Source: an optimization exercise on an open RTL-to-GDS flow (aim: small area, a short achievable clock period and few clock cycles per item). Production flows keep margins and buffers that such runs may drop. The RTL was checked by simulation tests, not by an equivalence proof against the original design.

==> design/flow/design.v <==
module accelerator (
    input logic clk, rst,
    input logic signed [31:0] a0,
    input logic signed [31:0] a1,
    input logic signed [31:0] a2,
    input logic signed [31:0] a3,
    input logic signed [31:0] a4,
    input logic signed [31:0] a5,
    input logic signed [31:0] a6,
    input logic signed [31:0] a7,
    input logic signed [31:0] b0,
    input logic signed [31:0] b1,
    input logic signed [31:0] b2,
    input logic signed [31:0] b3,
    input logic signed [31:0] b4,
    input logic signed [31:0] b5,
    input logic signed [31:0] b6,
    input logic signed [31:0] b7,
    input logic start,
    output logic done,
    output logic signed [63:0] result
);
    logic signed [31:0] A_v [7:0];                
    logic signed [31:0] B_v [7:0];                
    assign A_v[0] = a0; assign B_v[0] = b0;
    assign A_v[1] = a1; assign B_v[1] = b1;
    assign A_v[2] = a2; assign B_v[2] = b2;
    assign A_v[3] = a3; assign B_v[3] = b3;
    assign A_v[4] = a4; assign B_v[4] = b4;
    assign A_v[5] = a5; assign B_v[5] = b5;
    assign A_v[6] = a6; assign B_v[6] = b6;
    assign A_v[7] = a7; assign B_v[7] = b7;
    logic [7:0]  index, index_next;                  
    logic signed [63:0] acc, acc_next;               
    logic signed [63:0] prod;                        
    logic done_reg, done_next;                       
    typedef enum logic [1:0] {
        IDLE, 
        CALC, 
        DONE
    } state_type;
    state_type state, state_next;
    always_ff @(posedge clk, posedge rst) begin
        if (rst) begin
            state <= IDLE;
            index <= 0;
            acc   <= 0;
            done_reg <= 0;
        end else begin
            state <= state_next;
            index <= index_next;
            acc   <= acc_next;
            done_reg <= done_next;
        end
    end
    assign prod = A_v[index] * B_v[index];
    always_comb begin
        state_next = state;
        index_next = index;
        acc_next   = acc;
        done_next  = done_reg;
        case (state) 
            IDLE: begin
                done_next  = 0;
                if (start) begin
                    state_next = CALC;
                    index_next = 0;
                    acc_next   = 0;  
                end
            end
            CALC: begin
                acc_next   = acc + prod;
                index_next = index + 1'b1;
                if (index == 4'd7) begin
                    state_next = DONE;
                    done_next = 1;
                end
            end
            DONE: begin
                if (!start)      
                    state_next = IDLE;       
            end
            default: begin
                state_next = IDLE;
            end
        endcase
    end
    assign done = done_reg;
    assign result = acc;
endmodule
==> design/flow/run.sh <==
#!/bin/bash
# synth_recipe.tcl (not shown) runs the flow's synth.tcl, then flattens the netlist and writes it again
# the make line also repeats each setting of config.mk as NAME=value (left out here)
make -C /OpenROAD-flow-scripts/flow DESIGN_CONFIG=/design/flow/config.mk WORK_HOME=/design/flow/orfs CLKGATE_MAP_FILE= SYNTH_SCRIPT=/design/flow/synth_recipe.tcl finish
==> design/flow/config.mk <==
export PLATFORM = sky130hd
export DESIGN_NAME = accelerator
export DESIGN_NICKNAME = accelerator
export VERILOG_FILES = /design/flow/design.v
export SDC_FILE = /design/flow/constraint.sdc
export NUM_CORES = 4
export LEC_CHECK = 0
export CAP_MARGIN = 20
export CORE_MARGIN = 2
export CORE_UTILIZATION = 40
export SLEW_MARGIN = 20
==> design/flow/constraint.sdc <==
create_clock -name core_clock -period 12.0 [get_ports {clk}]
set_input_delay 2.4000 -clock core_clock [delete_from_list [all_inputs] [get_ports {clk}]]
set_output_delay 2.4000 -clock core_clock [all_outputs]
set_load 0.01 [all_outputs]
==> run summary <==
Tmin final: 11.51 ns
CTS buffer count: 9
Max reg flops: 64
Mapped Area: 46050 um^2
Overflow after GRT: 0
FMAX: 0.08689 GHz
Vias in the first global route: 40.25k
Total negative slack: 0 ns
I/O Buffers: 579
Die Ht: 343.3 um
Die X: 343.3 um
WS Path Type: in -> reg
Initial antenna violation count: 18
Clk root buf: clkbuf_16
Worst Max-Slew Pin Slew: 1.223 ns
Post-Syn Nets: 7123
Effective utilization at floorplan: 40.33%
Final hold slack: 0.5061 ns
Max-slew violations: 0
Crit Path Max Fanout: 12
Nature of the critical path startpoint: primary input
Post-CTS Resized: 0
Outcome: no timing/DRC/antenna violations
Commonest cells in the synthesized netlist: inv_1 (1331), fa_1 (1210), nand2_1 (738), nor2_1 (452), clkbuf_1 (240)
Fin. Hold Viols: 0
Async SR Flop Fraction: 100.0%
Regs by FF count: acc: 64 flops, index: 8 flops, state: 2 flops
First-pass GRT wire length: 263900 um
Ranking of synthesized cells by area: fa_1 (53%), inv_1 (11%), ha_1 (6.1%), nand2_1 (6.0%), dfrtp_1 (4.1%)
Nets: 7672
Overall routing resource usage: 30.63%
Synth area leader: fa_1
Worst Hold Class: reg -> reg
I/O Pins: 580
Die area: 117900 um^2
Vias: 37.96k
CTS sink cnt: 75
Max Root-Sink Buffers: 2
Syn-to-layout area delta: 19.65%
Most used cell, CP: fa_1
Worst Path Arrival: 11.75 ns
Max-Cap Viols: 0
DRC errors left: 0
Cells after Synth: 5174
Unrepaired setup endpoints after global routing: no
Remaining antenna violation count: 0
Synth top area share: 52.60%
Post-synth EDFFs: 0
Final Setup Violations: 0
CTS tree: yes
Worst Path Required: 12.24 ns
Max H-tree Level: 3
Crit-path max cell delay: 0.86 ns
Largest net degree at the start of global routing: 105
Seq cells post-synth: 75
Worst path bufs/invs: 6
Tcrit/Tclk final: 95.91%
GPL Wtd Cong: 0.9657
Worst-case clock skew: 0.01250 ns
Yosys warns: 3
Post-CTS Setup Inserts: 0
Routed len/inst: 24.33 um
Drt pass-1 iters: 10
Most frequent cell after synthesis: inv_1
Sequential area share after synthesis: 4.076%
# hold bufs at CTS: 0
Syn avg cell area: 8.900 um^2
Placed Cells: 7223
Core Area: 114200 um^2
Rel. slew slack: 18.48%
Hpwl dp: 153200 um
Later-pin clock latency in the skew report: 0.38 ns
CP delay by family, top: adder cells
Initial DRC count: 2997
Clock-pin slew on the worst setup and hold paths: 0.07 ns
CP Capture Type: flip-flop
Biggest register: acc
Vias per inst: 5.238
Yosys cell types: 71
Layout cell share with drive strength beyond 1: 7.682%
Commonest register cell after synthesis: dfrtp_1
Row cnt: 124
Total wire length: 176300 um
Crit-path slowest cell: a222oi_1
Finished Layout Cells: 7247
## through the flow
step | util [%] | cell area (um^2) | setup WS [ns]
4_1_cts | 48.22 | 55060 | 0.6579
6_report | 48.25 | 55100 | 0.4910
3_5_place_dp | 47.95 | 54760 | 0.2783
3_3_place_gp | 47.95 | 54760 | 0.3216
2_1_floorplan | - | 46050 | 0.9683
5_1_grt | 48.25 | 55100 | 0.06138
## cell usage in the layout (no fill, tap or decap), types with 67 or more instances in the layout
master and n:
o21ai_0 97, inv_1 1328, fa_1 1210, nor2_1 451, mux2_2 118, a21oi_1 68, dfrtp_1 74, nand2_1 736
buf_4 216, ha_1 220, nand4_1 67, clkdlybuf4s50_1 579
## final cells by class
class                   count  area (um^2)
fillers                 11030        59090
multi-input cells        3503        38450
repair buffers            803         7562
inverters                1331         4997
well taps                1512         1892
flip-flops and latches     75         1881
clock buffers              11        242.7
clock inverters             5        60.06
diodes                      7        17.52
## kinds of logic after synthesis
family / share of synthesized area (%)
buffers and inverters: 13.11
adders and majority gates: 58.69
and+or+nand+nor: 12.79
AOI/OAI and AO/OA: 6.966
muxes: 2.885
xor gates and xnor gates: 1.483
DFF: 4.076
## worst reg2reg max path, delay by kind of cell, from the launching register on
kind	cells	cell delay [ns]
and+or+nand+nor	7	2.21
xor gates and xnor gates	1	0.14
AOI/OAI and AO/OA	8	2.22
buffers and inverters	7	1.49
adders and majority gates	10	4.59
DFF	1	0.59
## path summary, 6_finish.rpt
| check | start | endpoint | cells after the start | slack [ns] |
|---|---|---|---|---|
| min in group asynchronous | rst | acc[63] | 2 | 2.48 |
| worst max register to register | index[1] | acc[63] | 33 | 0.64 |
| worst min-delay path | index[7] | index[7] | 1 | 0.51 |
| worst min register to register | index[7] | index[7] | 1 | 0.51 |
| max in group asynchronous | rst | acc[35] | 3 | 8.40 |
| worst max-delay path | a3[22] | acc[62] | 30 | 0.49 |
## metal layers
metal	part of all wire, %	vias up	GRT usage (%)
li1	-	16360	-
met1	39	19440	39.26
met2	46	1805	48.24
met3	9.6	338	7.493
met4	6.1	18	15.90
met5	0.070	-	0
Testbench counts, summed over its fixed seeds: cycles 10,544, items 960.

==> re-timing with driven ports <==
No port has a modelled driver above. Below, the same layout with a new extraction and two added sets of constraints. Step 1, drivers: a clkbuf_16 drives clk and a buf_2 each remaining input, both assumed. Step 2 adds t to the input delays and takes it off the output delays; t is the mean of the earliest and latest rising clock arrival at the registers after step 1. Input paths then give back, and output paths get back, about the clock's delay inside the block. Slacks: no drivers / after step 1 / after step 2; pairs: no drivers / after step 1.
t, ns: 0.431
setup WS [ns]: 0.491 / 0.495 / 0.063
worst setup path after step 2: input to register
slew at the worst register clock pin (ns): 0.07 / 0.07
worst data-port slew with drivers (ns): 0.31
After both steps setup and hold are still met in this run. For this run, drivers alone change the setup slack by +0.004 ns; drivers and shift together by -0.428 ns.
